This design comes from an exercise in tuning for small area, a short achievable clock period and few clock cycles on the open sky130 flow, not from production work. Only simulation tests tie the RTL to the original design; equivalence was not proved.

// ysyx_22041412_mdu
module ysyx_22041412_mdu(
  input         clk,
  input         rst,
  input         valid_i,
  input  [2:0]  func3_i,
  input         word_i,
  input  [63:0] a_i,
  input  [63:0] b_i,
  output        ready_o,
  output [63:0] result_o
);
  localparam [2:0] S_IDLE = 3'd0, S_MUL = 3'd1, S_ABS = 3'd2, S_DIV = 3'd3,
                   S_FIXR = 3'd4, S_FIXQ = 3'd5, S_DONE = 3'd6;
  reg  [2:0]  state;
  reg  [2:0]  nstate;
  reg         align;       
  reg  [6:0]  cnt;         
  reg  [69:0] X;           
  reg  [67:0] Y;           
  reg  [64:0] M;           
  reg         hi_r;        
  reg         word_r;
  reg         rem_r;       
  reg         negq_r;      
  reg         negr_r;      
  reg         one0r, two0, neg0r, one1, two1, neg1, cin1;
  reg         dsgn_r;      
  reg         fixr_r;      
  reg         am_r, ad_r, afp_r, afn_r, ay_r;    
  wire idle   = (state == S_IDLE);
  wire is_div = func3_i[2];
  wire sgn_d = ~func3_i[0];                                    
  wire sa    = is_div ? sgn_d : (func3_i[1:0] != 2'b11);        
  wire sb    = is_div ? sgn_d : ~func3_i[1];                    
  wire wdiv  = word_i & is_div;
  wire [63:0] ap = wdiv   ? {{32{sa & a_i[31]}}, a_i[31:0]} : a_i;
  wire [63:0] bp = word_i ? {{32{sb & b_i[31]}}, b_i[31:0]} : b_i;
  wire ea = sa & ap[63];
  ...
clock: 6.0 ns
lec_check: 0
cap_margin: 20
core_margin: 2
core_utilization: 30
place_density: 0.5
setup_slack_margin: 1.5
slew_margin: 20
synth_hierarchical: 1
synth_minimum_keep_size: 0
run.sh (not shown) runs the stock make flow with config.mk's settings and CLKGATE_MAP_FILE= SYNTH_SCRIPT=/design/flow/synth_recipe.tcl, a recipe that flattens the netlist after the stock synthesis.
Testbench counts at the start, summed over its fixed seeds: cycles 60,683.
Edit:
--- a/flow/design.v
+++ b/flow/design.v
@@ -42,17 +42,18 @@
   genvar gi, gj;
   generate for (gi = 0; gi < 16; gi = gi + 1) begin : g_bgrp
     assign bgrp[gi] = (bp[4*gi+3:4*gi] == {4{eb}});
   end endgenerate
   wire [31:0] rest_zero;
   assign rest_zero[31:17] = {15{1'b1}};
   assign rest_zero[0]     = 1'b0;
-  generate for (gi = 1; gi < 17; gi = gi + 1) begin : g_rz
+  generate for (gi = 1; gi < 16; gi = gi + 1) begin : g_rz
     assign rest_zero[gi] = (&bgrp[15:gi]) & (bp[4*gi-1] == eb);
   end endgenerate
+  assign rest_zero[16] = (bp[63] == eb);
   wire [6:0] cnt1 = cnt + 7'd1;
   wire mul_fin = rest_zero[cnt1[4:0]];
   wire       dv;
   wire [5:0] dpos;
   ysyx_22041412_msb64 u_msbd (.x(bp ^ {64{eb}}), .v(dv), .pos(dpos));
   reg        dnz_r;          
   reg  [7:0] gt_r, geq_r, jt_r;    
@@ -82,14 +83,16 @@
   end
   ysyx_22041412_dp u_dp (
     .X(X), .Y(Y), .M(M), .yload(yload),
     .one0r(one0r), .two0(two0), .neg0r(neg0r), .one1(one1), .two1(two1), .neg1(neg1), .cin1(cin1),
     .dsgn(dsgn_r), .fixr(fixr_r), .am(am_r), .ad(ad_r), .afp(afp_r), .afn(afn_r), .ay(ay_r),
     .xs_zero(xs_zero), .xs_a16(xs_a16), .xs_k16(xs_k16), .xs_k4(xs_k4),
     .ys_load(ys_load), .ys_a16(ys_a16), .ys_sum(ys_sum), .ys_k16(ys_k16), .ys_k4(ys_k4), .ys_dstep(ys_dstep),
+    .o0base(ctl_next[13]), .o0en(o0en), .n0base(ctl_next[11]), .n0en(n0en),
+    .one0n(one0n), .neg0n(neg0n),
     .Xn(Xn), .Yn(Yn)
   );
   wire e48 = (cnt == 7'd48), e60 = (cnt == 7'd60), e63 = (cnt == 7'd63);
   wire div_exit = skip16 ? e48 : skip4 ? e60 : e63;    
   wire fixr_free = ~X[69] & ~negr_r;
   wire a_neg = ap[63];
   wire b_neg = bp[63];
@@ -153,16 +156,23 @@
     end
   endfunction
   wire [2:0]  fix_state = rem_r ? S_FIXR : negq_r ? S_FIXQ : S_DONE;
   wire [13:0] ctl_div   = ctl(S_DIV, 1'b0, 1'b0, 4'd0, 5'd0, bneg, negr_r);
   wire [13:0] ctl_fix   = ctl(fix_state, 1'b0, 1'b0, 4'd0, 5'd0, bneg, negr_r);
   wire [13:0] ctl_oth   = ctl(nstate, next_align, idle, bp[3:0], Y[7:3], bneg, negr_r);
   wire [13:0] ctl_next  = (state == S_DIV) ? (div_exit ? ctl_fix : ctl_div) : ctl_oth;
-  always @(posedge clk)
+  wire dstep = (state == S_DIV) & ~skip16 & ~skip4;
+  wire o0en  = dstep & ctl_next[5];
+  wire n0en  = dstep & ctl_next[6];
+  wire one0n, neg0n;
+  always @(posedge clk) begin
     {one0r, two0, neg0r, one1, two1, neg1, cin1, dsgn_r, fixr_r, am_r, ad_r, afp_r, afn_r, ay_r} <= ctl_next;
+    one0r <= one0n;
+    neg0r <= neg0n;
+  end
   always @(posedge clk) begin
     if (idle) begin
       M      <= is_div ? {eb, bp} : {ea, ap};
       word_r <= word_i;
       dnz_r  <= dv;
       gt_r   <= ~(8'hff >> (3'd7 - dpos[5:3])) ;
       geq_r  <= 8'd1 << dpos[5:3];
@@ -201,19 +211,21 @@
   input  [67:0] Y,
   input  [64:0] M,
   input  [67:0] yload,
   input         one0r, two0, neg0r, one1, two1, neg1, cin1,
   input         dsgn, fixr, am, ad, afp, afn, ay,
   input         xs_zero, xs_a16, xs_k16, xs_k4,
   input         ys_load, ys_a16, ys_sum, ys_k16, ys_k4, ys_dstep,
+  input         o0base, o0en, n0base, n0en,
+  output        one0n, neg0n,
   output [69:0] Xn,
   output [67:0] Yn
 );
-  wire one0 = one0r | (fixr & X[69]);
-  wire neg0 = neg0r ^ (dsgn & X[69]);
+  wire one0 = one0r;
+  wire neg0 = neg0r;
   wire [65:0] pp0 = (({M[64], M} & {66{one0}}) | ({M, 1'b0} & {66{two0}})) ^ {66{neg0}};
   wire [65:0] pp1 = (({M[64], M} & {66{one1}}) | ({M, 1'b0} & {66{two1}})) ^ {66{neg1}};
   wire [69:0] acc = ({70{am}}  & {{4{X[69]}}, X[69:4]}) |
                     ({70{ad}}  & {X[68:0], Y[67]}) |
                     ({70{afp}} & X) |
                     ({70{afn}} & ~X) |
                     ({70{ay}}  & {6'd0, ~Y[67:4]});      
@@ -221,14 +233,16 @@
   wire [69:0] t1 = {{2{pp1[65]}}, pp1, neg1, neg0};
   wire [69:0] cs_s = acc ^ t0 ^ t1;
   wire [69:0] cs_c = {((acc[68:0] & t0[68:0]) | (acc[68:0] & t1[68:0]) | (t0[68:0] & t1[68:0])), neg1};
   wire [70:0] p, c;
   ysyx_22041412_pfx u_pfx (.a({cs_s, 1'b1}), .b({cs_c, cin1}), .p(p), .c(c));
   wire [70:0] sum_w = p ^ c;
   wire [69:0] sum = sum_w[70:1];
+  assign one0n = o0base | (o0en & sum[69]);
+  assign neg0n = n0base ^ (n0en & sum[69]);
   wire [69:0] xo = ({70{xs_a16}} & {{16{X[69]}}, X[69:16]}) |
                    ({70{xs_k16}} & {X[53:0], Y[67:52]}) |
                    ({70{xs_k4}}  & {X[65:0], Y[67:64]});
   wire        xsum = ~(xs_zero | xs_a16 | xs_k16 | xs_k4);
   assign Xn = xsum ? sum : xo;
   wire [67:0] yo = ({68{ys_load}} & yload) |
                    ({68{ys_a16}}  & {X[15:0], Y[67:16]}) |
Outcome:
- via count rises by 0.45%
- utilization came out lower by 0.27 points
- worst hold slack loses 0.0093 ns
- design area hardly moves
- setup slack loses 0.043 ns
- wire length went up by about 0.6%
- synthesized cell count came out higher by about 1%
- final cell count went up by about 2.2%
- die area grows by 1.5%
- flip-flop and latch count falls by 1
- synthesized area rises by about 1.5%
Testbench counts after the change, summed over its fixed seeds: cycles 60,683.

port drivers added, routing unchanged:
The flow's constraints put no driver on any port. The routed layouts listed below were extracted and timed again, unchanged, in two steps.
Step 1 sets driving cells, clkbuf_16 on the clock port and buf_2 on the other inputs (assumed; they add their load-dependent delay and slew).
Step 2 times the ports against the registers' clock, not the clock port: input delays grow and output delays shrink by t, the midpoint of the rising clock arrivals with the driver on.
a / b / c = ideal / step 1 / step 2; a / b = the first two.
run	t, ns	slack for setup (ns)	hold WS [ns]	clock arrival spread, ns
the first run	0.633	1.491 / 1.491 / 1.047	0.582 / 0.582 / 0.582	0.044 / 0.043
the second run	0.629	1.447 / 1.447 / 0.926	0.573 / 0.573 / 0.573	0.026 / 0.025
After both steps setup and hold are still met in every run listed. The setup slack of the second run, which loses most, moves by 0.000 ns with the drivers and by -0.521 ns with both steps.
